Context: an optimization exercise on an open-source flow, tuned for small area, a short achievable clock period and few clock cycles. The choices shown serve that exercise and are no tape-out recipe. Function was checked by simulation only, so behaviour that the tests miss may differ from the original.

==> flow/design.v <==
`timescale 1ns/100ps
module pipeline ( 
                 clock,
                 reset,
                 mem2proc_response,
                 mem2proc_data,
                 mem2proc_tag,
                 proc2mem_command,
                 proc2mem_addr,
                 proc2mem_data,
                 pipeline_completed_insts,
                 pipeline_error_status,
                 pipeline_commit_wr_data,
                 pipeline_commit_wr_idx,
                 pipeline_commit_wr_en,
                 pipeline_commit_NPC
                );
  input         clock;              
  input         reset;              
  input  [3:0]  mem2proc_response;  
  input  [63:0] mem2proc_data;      
  input  [3:0]  mem2proc_tag;       
  output [1:0]  proc2mem_command;   
  output [63:0] proc2mem_addr;      
  output [63:0] proc2mem_data;      
  output [3:0]  pipeline_completed_insts;
  output [3:0]  pipeline_error_status;
  output [4:0]  pipeline_commit_wr_idx;
  output [63:0] pipeline_commit_wr_data;
  output        pipeline_commit_wr_en;
  output [63:0] pipeline_commit_NPC;
  wire   if_id_enable, id_ex_enable, ex_mem_enable, mem_wb_enable;
  wire [63:0] if_NPC_out;
  wire [31:0] if_IR_out;
  wire        if_valid_inst_out;
  wire [63:0] proc2Imem_addr;
  reg  [63:0] if_id_NPC;
  reg  [31:0] if_id_IR;
  reg         if_id_valid_inst;
  wire [63:0] id_rega_out;
  wire [63:0] id_regb_out;
  wire  [1:0] id_opa_select_out;
  wire  [1:0] id_opb_select_out;
  wire  [4:0] id_dest_reg_idx_out;
  wire  [4:0] id_alu_func_out;
  wire        id_rd_mem_out;
  wire        id_wr_mem_out;
  wire        id_cond_branch_out;
  wire        id_uncond_branch_out;
  wire        id_halt_out;
  wire        id_illegal_out;
  wire        id_valid_inst_out;
	wire	[2:0]	id_raw_rega_out;
	wire	[2:0]	id_raw_regb_out;
	wire				id_raw_stall;
  reg  [63:0] id_ex_NPC;
  reg  [31:0] id_ex_IR;
  reg  [63:0] id_ex_rega;
  reg  [63:0] id_ex_regb;
  reg   [1:0] id_ex_opa_select;
  reg   [1:0] id_ex_opb_select;
  reg   [4:0] id_ex_dest_reg_idx;
  reg   [4:0] id_ex_alu_func;
  reg         id_ex_rd_mem;
  reg         id_ex_wr_mem;
  reg         id_ex_cond_branch;
  reg         id_ex_uncond_branch;
  reg         id_ex_halt;
  reg         id_ex_illegal;
  reg         id_ex_valid_inst;
 	reg		[2:0]	id_ex_raw_rega;
	reg		[2:0]	id_ex_raw_regb;
	reg	 [63:0]	id_ex_real_rega;
	reg	 [63:0] id_ex_real_regb;
  wire [63:0] ex_alu_result_out;
  wire        ex_take_branch_out;
  reg  [63:0] ex_mem_NPC;
  reg  [31:0] ex_mem_IR;
  reg   [4:0] ex_mem_dest_reg_idx;
  reg         ex_mem_rd_mem;
  reg         ex_mem_wr_mem;
  reg         ex_mem_halt;
  reg         ex_mem_illegal;
  reg         ex_mem_valid_inst;
  reg  [63:0] ex_mem_rega;
  reg  [63:0] ex_mem_alu_result;
  reg         ex_mem_take_branch;
  wire [63:0] mem_result_out;
  wire [63:0] proc2Dmem_addr;
  wire [1:0]  proc2Dmem_command;
  reg  [63:0] mem_wb_NPC;
  reg  [31:0] mem_wb_IR;
  reg         mem_wb_halt;
  reg         mem_wb_illegal;
  reg         mem_wb_valid_inst;
  reg   [4:0] mem_wb_dest_reg_idx;
  reg  [63:0] mem_wb_result;
  reg         mem_wb_take_branch;
  wire [63:0] wb_reg_wr_data_out;
  wire  [4:0] wb_reg_wr_idx_out;
  wire        wb_reg_wr_en_out;
  assign pipeline_completed_insts = {3'b0, mem_wb_valid_inst};
  assign pipeline_error_status = 
    mem_wb_illegal ? 4'h3
                   : mem_wb_halt ? 4'h2
                                 : (mem2proc_response==4'h0) 
                                   ? 4'h1 
                                   : 4'h0;
  assign pipeline_commit_wr_idx = wb_reg_wr_idx_out;
  assign pipeline_commit_wr_data = wb_reg_wr_data_out;
  assign pipeline_commit_wr_en = wb_reg_wr_en_out;
  assign pipeline_commit_NPC = mem_wb_NPC;
  assign proc2mem_command =
           (proc2Dmem_command==2'h0 || ~ex_mem_valid_inst)?2'h1:proc2Dmem_command;
  assign proc2mem_addr =
           (proc2Dmem_command==2'h0 || ~ex_mem_valid_inst)?proc2Imem_addr:proc2Dmem_addr;
  if_stage if_stage_0 ( 
                       .clock (clock),
                       .reset (reset),
                       .mem_wb_valid_inst(mem_wb_valid_inst),
                       .ex_mem_take_branch(ex_mem_take_branch),
                       .ex_mem_target_pc(ex_mem_alu_result),
                       .Imem2proc_data(mem2proc_data),
											 .id_raw_stall(id_raw_stall),
											 .ex_mem_rd_mem(ex_mem_rd_mem),
											 .ex_mem_wr_mem(ex_mem_wr_mem),
											 .ex_mem_valid_inst(ex_mem_valid_inst),
                       .if_NPC_out(if_NPC_out), 
                       .if_IR_out(if_IR_out),
                       .proc2Imem_addr(proc2Imem_addr),
                       .if_valid_inst_out(if_valid_inst_out)
                      );
  assign if_id_enable = 1'b1;  
  always @(posedge clock)
  begin
    if(reset || ex_mem_take_branch)
    begin
      if_id_NPC        <=  0;
      if_id_IR         <=  32'h47ff041f;
      if_id_valid_inst <=  1'h0;
    end  
    else if (if_id_enable && ~id_raw_stall)
      begin
        if_id_NPC        <=  if_NPC_out;
        if_id_IR         <=  if_IR_out;
        if_id_valid_inst <=  if_valid_inst_out;
      end  
  end  
  id_stage id_stage_0 ( 
                       .clock     (clock),
                       .reset   (reset),
                       .if_id_IR   (if_id_IR),
                       .if_id_valid_inst(if_id_valid_inst),
                       .wb_reg_wr_en_out   (wb_reg_wr_en_out),
                       .wb_reg_wr_idx_out  (wb_reg_wr_idx_out),
                       .wb_reg_wr_data_out (wb_reg_wr_data_out),
											 .id_ex_IR(id_ex_IR),
											 .id_ex_dest_reg_idx(id_ex_dest_reg_idx),
											 .ex_mem_dest_reg_idx(ex_mem_dest_reg_idx),
											 .id_ex_wr_mem(id_ex_wr_mem),
											 .ex_mem_wr_mem(ex_mem_wr_mem),
                       .id_ra_value_out(id_rega_out),
                       .id_rb_value_out(id_regb_out),
                       .id_opa_select_out(id_opa_select_out),
                       .id_opb_select_out(id_opb_select_out),
                       .id_dest_reg_idx_out(id_dest_reg_idx_out),
                       .id_alu_func_out(id_alu_func_out),
                       .id_rd_mem_out(id_rd_mem_out),
                       .id_wr_mem_out(id_wr_mem_out),
                       .id_cond_branch_out(id_cond_branch_out),
                       .id_uncond_branch_out(id_uncond_branch_out),
                       .id_halt_out(id_halt_out),
                       .id_illegal_out(id_illegal_out),
                       .id_valid_inst_out(id_valid_inst_out),
											 .id_raw_rega_out(id_raw_rega_out),
											 .id_raw_regb_out(id_raw_regb_out),
											 .id_raw_stall(id_raw_stall)
                      );
  assign id_ex_enable = 1'b1;  
  always @(posedge clock)
  begin
    if (reset || id_raw_stall || ex_mem_take_branch)
    begin
      id_ex_NPC           <=  0;
      id_ex_IR            <=  32'h47ff041f;
      id_ex_rega          <=  0;
      id_ex_regb          <=  0;
      id_ex_opa_select    <=  0;
      id_ex_opb_select    <=  0;
      id_ex_dest_reg_idx  <=  5'd31;
      id_ex_alu_func      <=  0;
      id_ex_rd_mem        <=  0;
      id_ex_wr_mem        <=  0;
      id_ex_cond_branch   <=  0;
      id_ex_uncond_branch <=  0;
      id_ex_halt          <=  0;
      id_ex_illegal       <=  0;
      id_ex_valid_inst    <=  0;
    end  
    else
    begin
      if (id_ex_enable)
      begin
        id_ex_NPC           <=  if_id_NPC;
        id_ex_IR            <=  if_id_IR;
        id_ex_rega          <=  id_rega_out;
        id_ex_regb          <=  id_regb_out;
        id_ex_opa_select    <=  id_opa_select_out;
        id_ex_opb_select    <=  id_opb_select_out;
        id_ex_dest_reg_idx  <=  id_dest_reg_idx_out;
        id_ex_alu_func      <=  id_alu_func_out;
        id_ex_rd_mem        <=  id_rd_mem_out;
        id_ex_wr_mem        <=  id_wr_mem_out;
        id_ex_cond_branch   <=  id_cond_branch_out;
        id_ex_uncond_branch <=  id_uncond_branch_out;
        id_ex_halt          <=  id_halt_out;
        id_ex_illegal       <=  id_illegal_out;
				id_ex_valid_inst		<=  id_valid_inst_out;
				id_ex_raw_rega			<=  id_raw_rega_out;
				id_ex_raw_regb			<=  id_raw_regb_out;
      end  
    end  
  end  
	always @*
	begin
		case (id_ex_raw_rega)
			3'h0: id_ex_real_rega = id_ex_rega;
			3'h1: id_ex_real_rega = ex_mem_alu_result;
			3'h3: id_ex_real_rega = mem_wb_result;
			default: id_ex_real_rega = id_ex_rega;
		endcase
		case (id_ex_raw_regb)
			3'h0: id_ex_real_regb = id_ex_regb;
			3'h1: id_ex_real_regb = ex_mem_alu_result;
			3'h3: id_ex_real_regb = mem_wb_result;
			default: id_ex_real_regb = id_ex_regb;
		endcase
	end
  ex_stage ex_stage_0 ( 
                       .clock(clock),
                       .reset(reset),
                       .id_ex_NPC(id_ex_NPC), 
                       .id_ex_IR(id_ex_IR),
                       .id_ex_rega(id_ex_real_rega),
                       .id_ex_regb(id_ex_real_regb),
                       .id_ex_opa_select(id_ex_opa_select),
                       .id_ex_opb_select(id_ex_opb_select),
                       .id_ex_alu_func(id_ex_alu_func),
                       .id_ex_cond_branch(id_ex_cond_branch),
                       .id_ex_uncond_branch(id_ex_uncond_branch),
                       .ex_alu_result_out(ex_alu_result_out),
                       .ex_take_branch_out(ex_take_branch_out)
                      );
  assign ex_mem_enable = 1'b1;  
  always @(posedge clock)
  begin
    if (reset || ex_mem_take_branch)  
    begin
      ex_mem_NPC          <=  0;
      ex_mem_IR           <=  32'h47ff041f;
      ex_mem_dest_reg_idx <=  5'd31;
      ex_mem_rd_mem       <=  0;
      ex_mem_wr_mem       <=  0;
      ex_mem_halt         <=  0;
      ex_mem_illegal      <=  0;
      ex_mem_valid_inst   <=  0;
      ex_mem_rega         <=  0;
      ex_mem_alu_result   <=  0; 
      ex_mem_take_branch  <=  0;
    end
    else
    begin
      if (ex_mem_enable)
      begin
        ex_mem_NPC          <=  id_ex_NPC;
        ex_mem_IR           <=  id_ex_IR;
        ex_mem_dest_reg_idx <=  id_ex_dest_reg_idx;
        ex_mem_rd_mem       <=  id_ex_rd_mem;
        ex_mem_wr_mem       <=  id_ex_wr_mem;
        ex_mem_halt         <=  id_ex_halt;
        ex_mem_illegal      <=  id_ex_illegal;
        ex_mem_valid_inst   <=  id_ex_valid_inst;
        ex_mem_rega         <=  id_ex_real_rega;
        ex_mem_alu_result   <=  ex_alu_result_out;
        ex_mem_take_branch  <=  ex_take_branch_out;
      end  
    end  
  end  
  mem_stage mem_stage_0 ( 
                         .clock(clock),
                         .reset(reset),
                         .ex_mem_rega(ex_mem_rega),
                         .ex_mem_alu_result(ex_mem_alu_result), 
                         .ex_mem_rd_mem(ex_mem_rd_mem),
                         .ex_mem_wr_mem(ex_mem_wr_mem),
                         .Dmem2proc_data(mem2proc_data),
                         .mem_result_out(mem_result_out),
                         .proc2Dmem_command(proc2Dmem_command),
                         .proc2Dmem_addr(proc2Dmem_addr),
                         .proc2Dmem_data(proc2mem_data)
                        );
  assign mem_wb_enable = 1'b1;  
  always @(posedge clock)
  begin
    if (reset || ~ex_mem_valid_inst)
    begin
      mem_wb_NPC          <=  0;
      mem_wb_IR           <=  32'h47ff041f;
      mem_wb_halt         <=  0;
      mem_wb_illegal      <=  0;
      mem_wb_valid_inst   <=  0;
      mem_wb_dest_reg_idx <=  5'd31;
      mem_wb_take_branch  <=  0;
      mem_wb_result       <=  0;
    end
    else
    begin
      if (mem_wb_enable)
      begin
        mem_wb_NPC          <=  ex_mem_NPC;
        mem_wb_IR           <=  ex_mem_IR;
        mem_wb_halt         <=  ex_mem_halt;
        mem_wb_illegal      <=  ex_mem_illegal;
        mem_wb_valid_inst   <=  ex_mem_valid_inst;
				mem_wb_dest_reg_idx <=  5'd31;
				mem_wb_dest_reg_idx <=  ex_mem_dest_reg_idx;
        mem_wb_take_branch  <=  ex_mem_take_branch;
        mem_wb_result       <=  mem_result_out;
      end  
    end  
  end  
  wb_stage wb_stage_0 ( 
                       .clock(clock),
                       .reset(reset),
                       .mem_wb_NPC(mem_wb_NPC),
                       .mem_wb_result(mem_wb_result),
                       .mem_wb_dest_reg_idx(mem_wb_dest_reg_idx),
                       .mem_wb_take_branch(mem_wb_take_branch),
                       .mem_wb_valid_inst(mem_wb_valid_inst),
                       .reg_wr_data_out(wb_reg_wr_data_out),
                       .reg_wr_idx_out(wb_reg_wr_idx_out),
                       .reg_wr_en_out(wb_reg_wr_en_out)
                      );
endmodule   
`timescale 1ns/100ps
module regfile(rda_idx, rda_out,                 
               rdb_idx, rdb_out,                 
               wr_idx, wr_data, wr_en, wr_clk);  
  input   [4:0] rda_idx, rdb_idx, wr_idx;
  input  [63:0] wr_data;
  input         wr_en, wr_clk;
  output [63:0] rda_out, rdb_out;
  reg    [63:0] rda_out, rdb_out;
  reg    [63:0] registers[31:0];    
  wire   [63:0] rda_reg = registers[rda_idx];
  wire   [63:0] rdb_reg = registers[rdb_idx];
  always @*
    if (rda_idx == 5'd31)
      rda_out = 0;
    else if (wr_en && (wr_idx == rda_idx))
      rda_out = wr_data;   
    else
      rda_out = rda_reg;
  always @*
    if (rdb_idx == 5'd31)
      rdb_out = 0;
    else if (wr_en && (wr_idx == rdb_idx))
      rdb_out = wr_data;   
    else
      rdb_out = rdb_reg;
  always @(posedge wr_clk)
    if (wr_en)
    begin
      registers[wr_idx] <=  wr_data;
    end
endmodule  
`timescale 1ns/100ps
module if_stage( 
                clock,
                reset,
                mem_wb_valid_inst,
                ex_mem_take_branch,
                ex_mem_target_pc,
                Imem2proc_data,
								id_raw_stall,
								ex_mem_rd_mem,
								ex_mem_wr_mem,
								ex_mem_valid_inst,
                if_NPC_out,         
                if_IR_out,          
                proc2Imem_addr,
                if_valid_inst_out   
               );
  input         clock;               
  input         reset;               
  input         mem_wb_valid_inst;   
  input         ex_mem_take_branch;  
  input  [63:0] ex_mem_target_pc;    
  input  [63:0] Imem2proc_data;      
  input			id_raw_stall;	 
	input			ex_mem_rd_mem;
	input			ex_mem_wr_mem;
	input			ex_mem_valid_inst;
  output [63:0] proc2Imem_addr;      
  output [63:0] if_NPC_out;          
  output [31:0] if_IR_out;           
  output        if_valid_inst_out;
  reg    [63:0] PC_reg;                
  wire   [63:0] PC_plus_4;
  wire   [63:0] next_PC;
  wire          PC_enable;
	wire					mem_struct_hazard;
  assign proc2Imem_addr = {PC_reg[63:3], 3'b0};
	assign if_IR_out = PC_reg[2] ? Imem2proc_data[63:32] : Imem2proc_data[31:0];
  assign PC_plus_4 = PC_reg + 4;
	assign mem_struct_hazard = (ex_mem_rd_mem || ex_mem_wr_mem);
	assign next_PC = ex_mem_take_branch ? ex_mem_target_pc : PC_plus_4;
  assign PC_enable= (if_valid_inst_out & ~id_raw_stall) 
										| ex_mem_take_branch;
  assign if_NPC_out = (if_valid_inst_out)? PC_plus_4 : 0;
  always @(posedge clock)
  begin
    if(reset)
      PC_reg <=  0;        
    else if(PC_enable)
      PC_reg <=  next_PC;  
  end   
	assign if_valid_inst_out = (~mem_struct_hazard || ~ex_mem_valid_inst) ? 1 : 0;
endmodule   
`timescale 1ns/100ps
module decoder( 
               inst,
               valid_inst_in,   
               opa_select,
               opb_select,
               alu_func,
               dest_reg,
               rd_mem,
               wr_mem,
               cond_branch,
               uncond_branch,
               halt,            
               illegal,         
               valid_inst       
              );
  input [31:0] inst;
  input valid_inst_in;
  output [1:0] opa_select, opb_select, dest_reg;  
  output [4:0] alu_func;
  output rd_mem, wr_mem, cond_branch, uncond_branch, halt, illegal, valid_inst;
  reg [1:0] opa_select, opb_select, dest_reg;  
  reg [4:0] alu_func;
  reg rd_mem, wr_mem, cond_branch, uncond_branch, halt, illegal;
  assign valid_inst = valid_inst_in & ~illegal;
  always @*
  begin
    opa_select = 0;
    opb_select = 0;
    alu_func = 0;
    dest_reg = 2'h2;
    rd_mem = 1'h0;
    wr_mem = 1'h0;
    cond_branch = 1'h0;
    uncond_branch = 1'h0;
    halt = 1'h0;
    illegal = 1'h0;
    if(valid_inst_in)
    begin
      case ({inst[31:29], 3'b0})
        6'h0:
          case (inst[31:26])
            6'h00:
               if (inst[25:0] == 26'h0555)
                 halt = 1'h1;
               else
                 illegal = 1'h1;
            default: illegal = 1'h1;
          endcase  
        6'h10:
          begin
            opa_select = 2'h0;
            opb_select = inst[12] ? 2'h1 : 2'h0;
            dest_reg = 2'h0;
            case (inst[31:26])
              6'h10:
                 case (inst[11:5])
                   7'h1d:  alu_func = 5'h0f;
                   7'h20:    alu_func = 5'h00;
                   7'h29:    alu_func = 5'h01;
                   7'h2d:   alu_func = 5'h0c;
                   7'h3d:  alu_func = 5'h10;
                   7'h4d:   alu_func = 5'h0d;
                   7'h6d:   alu_func = 5'h0e;
                    default:      illegal = 1'h1;
                  endcase  
              6'h11:
                case (inst[11:5])
                  7'h00:    alu_func = 5'h02;
                  7'h08:    alu_func = 5'h03;
                  7'h20:    alu_func = 5'h04;
                  7'h28:  alu_func = 5'h05;
                  7'h40:    alu_func = 5'h06;
                  7'h48:    alu_func = 5'h07;
                  default:      illegal = 1'h1;
                endcase  
              6'h12:
                case (inst[11:5])
                  7'h34:  alu_func = 5'h08;
                  7'h39:  alu_func = 5'h09;
                  7'h3c:  alu_func = 5'h0a;
                  default:    illegal = 1'h1;
                endcase  
              6'h13:
                case (inst[11:5])
                  7'h20:       alu_func = 5'h0b;
                  default:          illegal = 1'h1;
                endcase  
              6'h14:       illegal = 1'h1;        
              6'h15:       illegal = 1'h1;        
              6'h16:       illegal = 1'h1;        
              6'h17:       illegal = 1'h1;        
            endcase  
          end
        6'h18:
          case (inst[31:26])
            6'h18:       illegal = 1'h1;  
            6'h1a:
               begin
                 opa_select = 2'h3;
                 opb_select = 2'h0;
                 alu_func = 5'h02;  
                 dest_reg = 2'h1;
                 uncond_branch = 1'h1;
               end
            6'h1c:       illegal = 1'h1;        
           endcase  
        6'h08, 6'h20, 6'h28:
          begin
            opa_select = 2'h1;
            opb_select = 2'h0;
            alu_func = 5'h00;
            dest_reg = 2'h1;
            case (inst[31:26])
              6'h08:   ;
              6'h29:
                begin
                  rd_mem = 1'h1;
                  dest_reg = 2'h1;
                end  
              6'h2d:
                begin
                  wr_mem = 1'h1;
                  dest_reg = 2'h2;
                end  
              default:       illegal = 1'h1;
            endcase  
          end
        6'h30, 6'h38:
          begin
            opa_select = 2'h2;
            opb_select = 2'h2;
            alu_func = 5'h00;
            case (inst[31:26])
              6'h31, 6'h32, 6'h33,
              6'h35, 6'h36, 6'h37:
                begin
                  illegal = 1'h1;
                end
              6'h30, 6'h34:
                begin
                  dest_reg = 2'h1;
                  uncond_branch = 1'h1;
                end
              default:
                cond_branch = 1'h1;  
            endcase  
          end
      endcase  
    end  
  end  
endmodule  
module id_stage(
              clock,
              reset,
              if_id_IR,
              if_id_valid_inst,
              wb_reg_wr_en_out,
              wb_reg_wr_idx_out,
              wb_reg_wr_data_out,
							id_ex_IR,
			  			id_ex_dest_reg_idx,
			 				ex_mem_dest_reg_idx,
							id_ex_wr_mem,
							ex_mem_wr_mem,
              id_ra_value_out,
              id_rb_value_out,
              id_opa_select_out,
              id_opb_select_out,
              id_dest_reg_idx_out,
              id_alu_func_out,
              id_rd_mem_out,
              id_wr_mem_out,
              id_cond_branch_out,
              id_uncond_branch_out,
              id_halt_out,
              id_illegal_out,
              id_valid_inst_out,
							id_raw_rega_out,
							id_raw_regb_out,
							id_raw_stall
              );
  input         clock;                 
  input         reset;                 
  input  [31:0] if_id_IR;              
  input         wb_reg_wr_en_out;      
  input   [4:0] wb_reg_wr_idx_out;     
  input  [63:0] wb_reg_wr_data_out;    
  input         if_id_valid_inst;
	input	 [31:0]	id_ex_IR;
  input		[4:0]	id_ex_dest_reg_idx;		 
	input		[4:0]	ex_mem_dest_reg_idx;	 
	input					id_ex_wr_mem;
	input					ex_mem_wr_mem;
  output [63:0] id_ra_value_out;       
  output [63:0] id_rb_value_out;       
  output  [1:0] id_opa_select_out;     
  output  [1:0] id_opb_select_out;     
  output  [4:0] id_dest_reg_idx_out;   
  output  [4:0] id_alu_func_out;       
  output        id_rd_mem_out;         
  output        id_wr_mem_out;         
  output        id_cond_branch_out;    
  output        id_uncond_branch_out;  
  output        id_halt_out;
  output        id_illegal_out;
  output        id_valid_inst_out;     
	output				id_raw_stall;			 
	output	[2:0]	id_raw_rega_out;			 
	output	[2:0]	id_raw_regb_out;
  wire    [1:0] dest_reg_select;
  reg     [4:0] id_dest_reg_idx_out;      
  wire    [4:0] ra_idx = if_id_IR[25:21];    
  wire    [4:0] rb_idx = if_id_IR[20:16];    
  wire    [4:0] rc_idx = if_id_IR[4:0];      
	wire					id_ex_IR_is_lw;
	reg						id_raw_stall;
	reg			[2:0]	id_raw_rega_out;
	reg			[2:0]	id_raw_regb_out;
  regfile regf_0 (.rda_idx(ra_idx),
                  .rda_out(id_ra_value_out), 
                  .rdb_idx(rb_idx),
                  .rdb_out(id_rb_value_out),
                  .wr_clk(clock),
                  .wr_en(wb_reg_wr_en_out),
                  .wr_idx(wb_reg_wr_idx_out),
                  .wr_data(wb_reg_wr_data_out)
                 );
  decoder decoder_0 ( 
                     .inst(if_id_IR),
                     .valid_inst_in(if_id_valid_inst),
                     .opa_select(id_opa_select_out),
                     .opb_select(id_opb_select_out),
                     .alu_func(id_alu_func_out),
                     .dest_reg(dest_reg_select),
                     .rd_mem(id_rd_mem_out),
                     .wr_mem(id_wr_mem_out),
                     .cond_branch(id_cond_branch_out),
                     .uncond_branch(id_uncond_branch_out),
                     .halt(id_halt_out),
                     .illegal(id_illegal_out),
                     .valid_inst(id_valid_inst_out)
                    );
	assign id_ex_IR_is_lw = (id_ex_IR[31:26] == 6'h29) ? 1 : 0;
	always @*
	begin
		id_raw_stall = 1'b0;
		id_raw_rega_out = 3'h0;
		id_raw_regb_out = 3'h0;
		if (id_valid_inst_out) begin
		if ((id_cond_branch_out || id_opa_select_out == 2'h0 || 
								dest_reg_select == 2'h1 || if_id_IR[31:26] == 6'h2d) &&
								ra_idx != 5'd31) begin
			case (ra_idx)
				id_ex_dest_reg_idx: begin
						if (id_ex_IR_is_lw)
							id_raw_stall = 1'b1;
						else
							id_raw_rega_out = 3'h1;
				end
				ex_mem_dest_reg_idx: begin
						id_raw_rega_out = 3'h3;
					end
			endcase
		end
		if (id_opb_select_out == 2'h0 && rb_idx != 5'd31) begin
			case (rb_idx)
				id_ex_dest_reg_idx: begin
						if (id_ex_IR_is_lw)
							id_raw_stall = 1'b1;
						else
							id_raw_regb_out = 3'h1;
				end
				ex_mem_dest_reg_idx: begin
						id_raw_regb_out = 3'h3;
				end
			endcase
		end
		end
	end
  always @*
    begin
      case (dest_reg_select)
        2'h0: id_dest_reg_idx_out = rc_idx;
        2'h1: id_dest_reg_idx_out = ra_idx;
        2'h2:    id_dest_reg_idx_out = 5'd31;
        default:       id_dest_reg_idx_out = 5'd31; 
      endcase
    end
endmodule  
`timescale 1ns/100ps
module alu( 
           opa,
           opb,
           func,
           result
          );
  input  [63:0] opa;
  input  [63:0] opb;
  input   [4:0] func;
  output [63:0] result;
  reg    [63:0] result;
  function signed_lt;
    input [63:0] a, b;
    if (a[63] == b[63]) 
      signed_lt = (a < b);  
    else
      signed_lt = a[63];    
  endfunction
  always @*
  begin
    case (func)
      5'h00:   result = opa + opb;
      5'h01:   result = opa - opb;
      5'h02:    result = opa & opb;
      5'h03:    result = opa & ~opb;
      5'h04:    result = opa | opb;
      5'h05:  result = opa | ~opb;
      5'h06:    result = opa ^ opb;
      5'h07:    result = opa ^ ~opb;
      5'h08:    result = opa >> opb[5:0];
      5'h09:    result = opa << opb[5:0];
      5'h0a:    result = (opa >> opb[5:0]) | ({64{opa[63]}} << (64 -
                             opb[5:0]));  
      5'h0b:   result = opa * opb;
      5'h0f: result = { 63'd0, (opa < opb) };
      5'h0c:  result = { 63'd0, (opa == opb) };
      5'h10: result = { 63'd0, (opa <= opb) };
      5'h0d:  result = { 63'd0, signed_lt(opa, opb) };
      5'h0e:  result = { 63'd0, (signed_lt(opa, opb) || (opa == opb)) };
      default:     result = 64'hdeadbeefbaadbeef;  
    endcase
  end
endmodule  
module brcond( 
              opa,         
              func,        
              cond         
             );
  input   [2:0] func;
  input  [63:0] opa;
  output        cond;
  reg           cond;
  always @*
  begin
    case (func[1:0])  
      2'b00: cond = (opa[0] == 0);   
      2'b01: cond = (opa == 0);      
      2'b10: cond = (opa[63] == 1);  
      2'b11: cond = (opa[63] == 1) || (opa == 0);  
    endcase
    if (func[2])
      cond = ~cond;
  end
endmodule  
module ex_stage( 
                clock,
                reset,
                id_ex_NPC,
                id_ex_IR,
                id_ex_rega,
                id_ex_regb,
                id_ex_opa_select,
                id_ex_opb_select,
                id_ex_alu_func,
                id_ex_cond_branch,
                id_ex_uncond_branch,
                ex_alu_result_out,
                ex_take_branch_out
               );
  input         clock;                
  input         reset;                
  input  [63:0] id_ex_NPC;            
  input  [31:0] id_ex_IR;             
  input  [63:0] id_ex_rega;           
  input  [63:0] id_ex_regb;           
  input   [1:0] id_ex_opa_select;     
  input   [1:0] id_ex_opb_select;     
  input   [4:0] id_ex_alu_func;       
  input         id_ex_cond_branch;    
  input         id_ex_uncond_branch;  
  output [63:0] ex_alu_result_out;    
  output        ex_take_branch_out;   
  reg    [63:0] opa_mux_out, opb_mux_out;
  wire          brcond_result;
  wire [63:0] mem_disp = { {48{id_ex_IR[15]}}, id_ex_IR[15:0] };
  wire [63:0] br_disp  = { {41{id_ex_IR[20]}}, id_ex_IR[20:0], 2'b00 };
  wire [63:0] alu_imm  = { 56'b0, id_ex_IR[20:13] };
  always @*
  begin
    case (id_ex_opa_select)
      2'h0:     opa_mux_out = id_ex_rega;
      2'h1: opa_mux_out = mem_disp;
      2'h2:      opa_mux_out = id_ex_NPC;
      2'h3:     opa_mux_out = ~64'h3;
    endcase
  end
  always @*
  begin
    opb_mux_out = 64'hbaadbeefdeadbeef;
    case (id_ex_opb_select)
      2'h0:    opb_mux_out = id_ex_regb;
      2'h1: opb_mux_out = alu_imm;
      2'h2: opb_mux_out = br_disp;
    endcase 
  end
  alu alu_0 ( 
             .opa(opa_mux_out),
             .opb(opb_mux_out),
             .func(id_ex_alu_func),
             .result(ex_alu_result_out)
            );
  brcond brcond ( 
                .opa(id_ex_rega),        
                .func(id_ex_IR[28:26]),  
                .cond(brcond_result)
               );
  assign ex_take_branch_out = id_ex_uncond_branch
                          | (id_ex_cond_branch & brcond_result);
endmodule  
`timescale 1ns/100ps
module mem_stage( 
                 clock,
                 reset,
                 ex_mem_rega,
                 ex_mem_alu_result,
                 ex_mem_rd_mem,
                 ex_mem_wr_mem,
                 Dmem2proc_data,
                 mem_result_out,
                 proc2Dmem_command,
                 proc2Dmem_addr,
                 proc2Dmem_data
                );
  input         clock;              
  input         reset;              
  input  [63:0] ex_mem_rega;        
  input  [63:0] ex_mem_alu_result;  
  input         ex_mem_rd_mem;      
  input         ex_mem_wr_mem;      
  input  [63:0] Dmem2proc_data;
  output [63:0] mem_result_out;     
  output [1:0]  proc2Dmem_command;
  output [63:0] proc2Dmem_addr;      
  output [63:0] proc2Dmem_data;      
  assign proc2Dmem_command =
    ex_mem_wr_mem ? 2'h2 
                  : ex_mem_rd_mem ? 2'h1
                                  : 2'h0;
  assign proc2Dmem_data = ex_mem_rega;
  assign proc2Dmem_addr = ex_mem_alu_result;
  assign mem_result_out = (ex_mem_rd_mem) ? Dmem2proc_data : ex_mem_alu_result;
endmodule  
`timescale 1ns/100ps
module wb_stage( 
                clock,
                reset,
                mem_wb_NPC,
                mem_wb_result,
                mem_wb_take_branch,
                mem_wb_dest_reg_idx,
                mem_wb_valid_inst,
                reg_wr_data_out,
                reg_wr_idx_out,
                reg_wr_en_out
               );
  input         clock;                
  input         reset;                
  input  [63:0] mem_wb_NPC;           
  input  [63:0] mem_wb_result;        
  input         mem_wb_take_branch; 
  input   [4:0] mem_wb_dest_reg_idx;  
  input         mem_wb_valid_inst;
  output [63:0] reg_wr_data_out;      
  output  [4:0] reg_wr_idx_out;       
  output        reg_wr_en_out;        
  wire   [63:0] result_mux;
  assign result_mux = (mem_wb_take_branch) ? mem_wb_NPC : mem_wb_result;
  assign reg_wr_en_out  = mem_wb_dest_reg_idx!=5'd31;
  assign reg_wr_idx_out = mem_wb_dest_reg_idx;
  assign reg_wr_data_out = result_mux;
endmodule  
==> flow/run.sh <==
#!/bin/bash
# synth_recipe.tcl (not shown) runs the flow's synth.tcl, then flattens the netlist and writes it again
# the make line also repeats each setting of config.mk as NAME=value (left out here)
make -C /OpenROAD-flow-scripts/flow DESIGN_CONFIG=/design/flow/config.mk WORK_HOME=/design/flow/orfs CLKGATE_MAP_FILE= SYNTH_SCRIPT=/design/flow/synth_recipe.tcl finish
==> flow/config.mk <==
export PLATFORM = sky130hd
export DESIGN_NAME = pipeline
export DESIGN_NICKNAME = pipeline
export VERILOG_FILES = /design/flow/design.v
export SDC_FILE = /design/flow/constraint.sdc
export NUM_CORES = 4
export LEC_CHECK = 0
export CAP_MARGIN = 30
export CORE_MARGIN = 2
export CORE_UTILIZATION = 40
export SLEW_MARGIN = 30
==> flow/constraint.sdc <==
create_clock -name core_clock -period 17.0 [get_ports {clock}]
set_input_delay 3.4000 -clock core_clock [delete_from_list [all_inputs] [get_ports {clock}]]
set_output_delay 3.4000 -clock core_clock [all_outputs]
set_load 0.01 [all_outputs]
==> impl_results.md <==
- Worst setup path endpoint: ex_mem_alu_result[57]$_SDFF_PP0_
- Routed vias: 156363
- H-tree depth: 5
- Synth unique cells: between 100 and 150
- Synthesized area: just over 0.2 mm²
- Worst-margin pin slew: approximately 1.3 ns
- CTS tree: done
- Wire per inst: approximately 37 µm
- Cells after Synth: between 15000 and 20000
- Top cells by area, synth: edfxtp_1, fa_1, mux4_2
- Unrepaired setup endpoints after global routing: false
- Register area: around 0.077 mm²
- Vias in the first global route: about 160k
- Top_reg_cell synth: edfxtp_1
- Final hold vios: 0
- Crit Reg-Reg Endpoint: ex_mem_alu_result[57]$_SDFF_PP0_
- Mean Syn Cell Area: 11.56 µm²
- I/O Pins: approximately 350
- Critical Path Most Common Cell: fa_1
- Initial antenna violation count: ~90
- Die W: 721.5 µm
- CP max-delay cell: mux2i_1
- Most frequent cell after synthesis: inv_1
- Total GRT Usage: 34.86%
- Synth Register Bits: between 2000 and 3000
- Post-synth top area share: 29.92%
- Final Max Tran Viols: 0
- CP Launch Type: register
- Sequential element share of the synthesized area: a little under two fifths
- Final Setup Violations: 0
- CTS root buffer: clkbuf_16
- Longest Clk Path Bufs: 4
- Number of flops mapped to enable cells by yosys: about 2100
- Kind of critical path: reg2reg
- Port Buffers: ~340
- Setup WS post-layout: about 3.2 ns
- Synth warn: 8
- Crit-path max cell delay: roughly 0.80 ns
- Final ANT Viol Nets: 0
- CTS clk-pin slew, worst paths: roughly 0.070 ns
- Final min period: roughly 14 ns
- Avg Vias per Cell: 6.291
- Initial Util: 40.14%
- RR Startpoint: id_ex_raw_rega[1]$_SDFFCE_PP0N_
- Number of gates resized after cts: 0
- Clk latency of the worst-skew pair: between 0.9 and 1 ns
- Initial drt markers: 21592
- Layout cells sized above 1: roughly 15%
- Global-route wire length before repair: 1261 mm
- Fill cells: 47368
- R2R setup slack: ~3.2 ns
- Post-CTS setup buffers: 0
- Die Area: 0.5206 mm²
- Crit end category: register
- Total Routed Length: slightly above 900 mm
- Synth cell count leaders: inv_1, edfxtp_1, nand2_1
- Post-Route Utilization: ~45%
- Max_slew headroom: between 15 and 20%
- Reg with most FFs: id_stage_0.regf_0.registers
- Num Clock Sinks: 2793
- Nets: 20180
- Dpl ws: 3.723 ns
- Global route total overflow: 0
- Fin Setup TNS: 0 ns
- Max cap viols: 0
- CP max FO: 42
- Layout overhead on the synthesized area: 10.91%
- Footprint of the multi-input gates: 0.1172 mm²
- Largest net degree at the start of global routing: around 140
- TritonCTS buffer count: roughly 280
- Cts hold-fix bufs: 0
- Drt drc: 0
- Largest area contributor in the synthesized netlist: edfxtp_1
- Post-DP HPWL: roughly 660 mm
- Max FFs per register: 2048
- Reg2Reg Depth: 36
- Crit path DAT: around 15 ns
- Fin crit share: between 80% and 90%
- Gpl congestion: about 1.1
- Core area: slightly above 0.5 mm²
- Req. time, crit path: 17.78 ns
- Rows: about 260
- Max Freq: around 0.073 GHz
- Die Y: slightly above 700 µm
- Worst setup startpoint: id_ex_raw_rega[1]$_SDFFCE_PP0N_
- Status: complete, no violations
- DRT Pass-1 Iters: 9
- Clock skew: around 0.086 ns
- HP Class: reg2reg
- Ys async rst share: 0%
[placed cells by master (no fill, tap or decap), types with 48 or more instances in the layout]
cell type        instances
o211ai_1                61
o21bai_1                64
diode_2                 49
ha_1                   441
nor2b_1                170
a32oi_1                 51
a21oi_1                565
mux4_2                1280
and3_1                 126
nand2_1               1980
clkbuf_16              303
or3_1                   48
fa_1                  1833
conb_1                  69
o21ai_0                391
xor2_1                 104
buf_4                  600
edfxtp_1              2052
nand3_1                176
dfxtp_1                722
a211oi_1               398
mux2i_1                522
nor2_1                1558
inv_1                 2149
mux2_2                  69
xnor2_1                347
nor3_1                 154
a31oi_1                 70
and2_1                 186
clkbuf_1                60
nand4_1                 68
a21o_1                  75
clkdlybuf4s50_1        335
clkinv_1                73
[how the worst min path moves through the flow]
stage                              startpoint                   endpoint  slack [ns]  depth (start not counted)
global placement    ex_mem_NPC[62]$_SDFF_PP0_  mem_wb_NPC[62]$_SDFF_PP0_        0.41                          1
finish                id_ex_rd_mem$_SDFF_PP0_   ex_mem_rd_mem$_SDFF_PP0_        0.38                          1
CTS                   id_ex_rd_mem$_SDFF_PP0_   ex_mem_rd_mem$_SDFF_PP0_        0.38                          1
detailed placement  ex_mem_NPC[49]$_SDFF_PP0_  mem_wb_NPC[49]$_SDFF_PP0_        0.41                          1
floorplan               id_ex_halt$_SDFF_PP0_     ex_mem_halt$_SDFF_PP0_        0.41                          1
global route          id_ex_rd_mem$_SDFF_PP0_   ex_mem_rd_mem$_SDFF_PP0_        0.41                          1
[logic make-up after synthesis]
family | after synthesis | share of synthesized area (%)
compound gates | 2186 | 7.040
fa+ha+maj | 2274 | 20.50
flops | 2793 | 37.12
xor+xnor | 460 | 1.990
simple gates | 4687 | 9.736
mux | 1877 | 16.94
other cells | 1 | 0.001821
buf+inv | 3531 | 6.666
[final cells by class]
| cell class | instances | area share, % |
|---|---|---|
| Clock buffer | 380 | 3.518 |
| Inverter | 2227 | 3.667 |
| Timing Repair Buffer | 974 | 3.731 |
| Antenna cell | 49 | 0.05368 |
| Tap cell | 6757 | 3.701 |
| Sequential cell | 2793 | 33.50 |
| Clock inverter | 123 | 0.5188 |
| Multi-Input combinational cell | 11553 | 51.31 |
[routing by layer]
metal	up-vias	share of wire (%)	GRT usage, %
li1	61619	-	-
met1	80514	35	42.15
met2	11131	43	51.65
met3	3033	12	11.01
met4	66	9.9	27.37
met5	-	0.076	0.2959
[critical path, delay by kind of cell (launching register included)]
kind	cells	cell delay, ns
adders and majority gates	11	5.24
AOI/OAI and AO/OA	10	3.55
buffers and inverters	9	2.28
and+or+nand+nor	4	1.14
muxes	2	1.01
DFF	1	0.33
[through the flow]
step / cell area, µm² / hold slack [ns] / instances
after floorplan: 206200 / 0.4057 / 17877
after global placement: 218600 / 0.4073 / 24288
after detailed placement: 218800 / 0.4097 / 24294
after CTS: 228000 / 0.3812 / 24797
after global routing: 228300 / 0.4092 / 24822
final: 228400 / 0.3767 / 24856
Testbench counts, summed over its fixed seeds: cycles 195,660.

-- re-timing with driven ports --
No port has a modelled driver above. Below, the same layout with a new extraction and two added sets of constraints.
Step 1 sets driving cells, clkbuf_16 on the clock port and buf_2 on the other inputs (assumed; they add their load-dependent delay and slew).
Step 2 moves the port delays by t, midway between the first and last clock arrival at a register: inputs arrive t later, outputs are due t later. That takes back most of the time a late clock gives input paths.
Slacks: ideal ports / drivers / drivers and shift; pairs: ideal ports / drivers.
t (ns): 0.973
setup WS [ns]: 3.230 / 3.230 / 3.230
worst hold slack (ns): 0.377 / 0.377 / 0.377
worst slew at a driven data input, ns: 0.05
After both steps this run still meets setup and hold. The setup slack of this run moves by 0.000 ns with the drivers and by 0.000 ns with both steps.
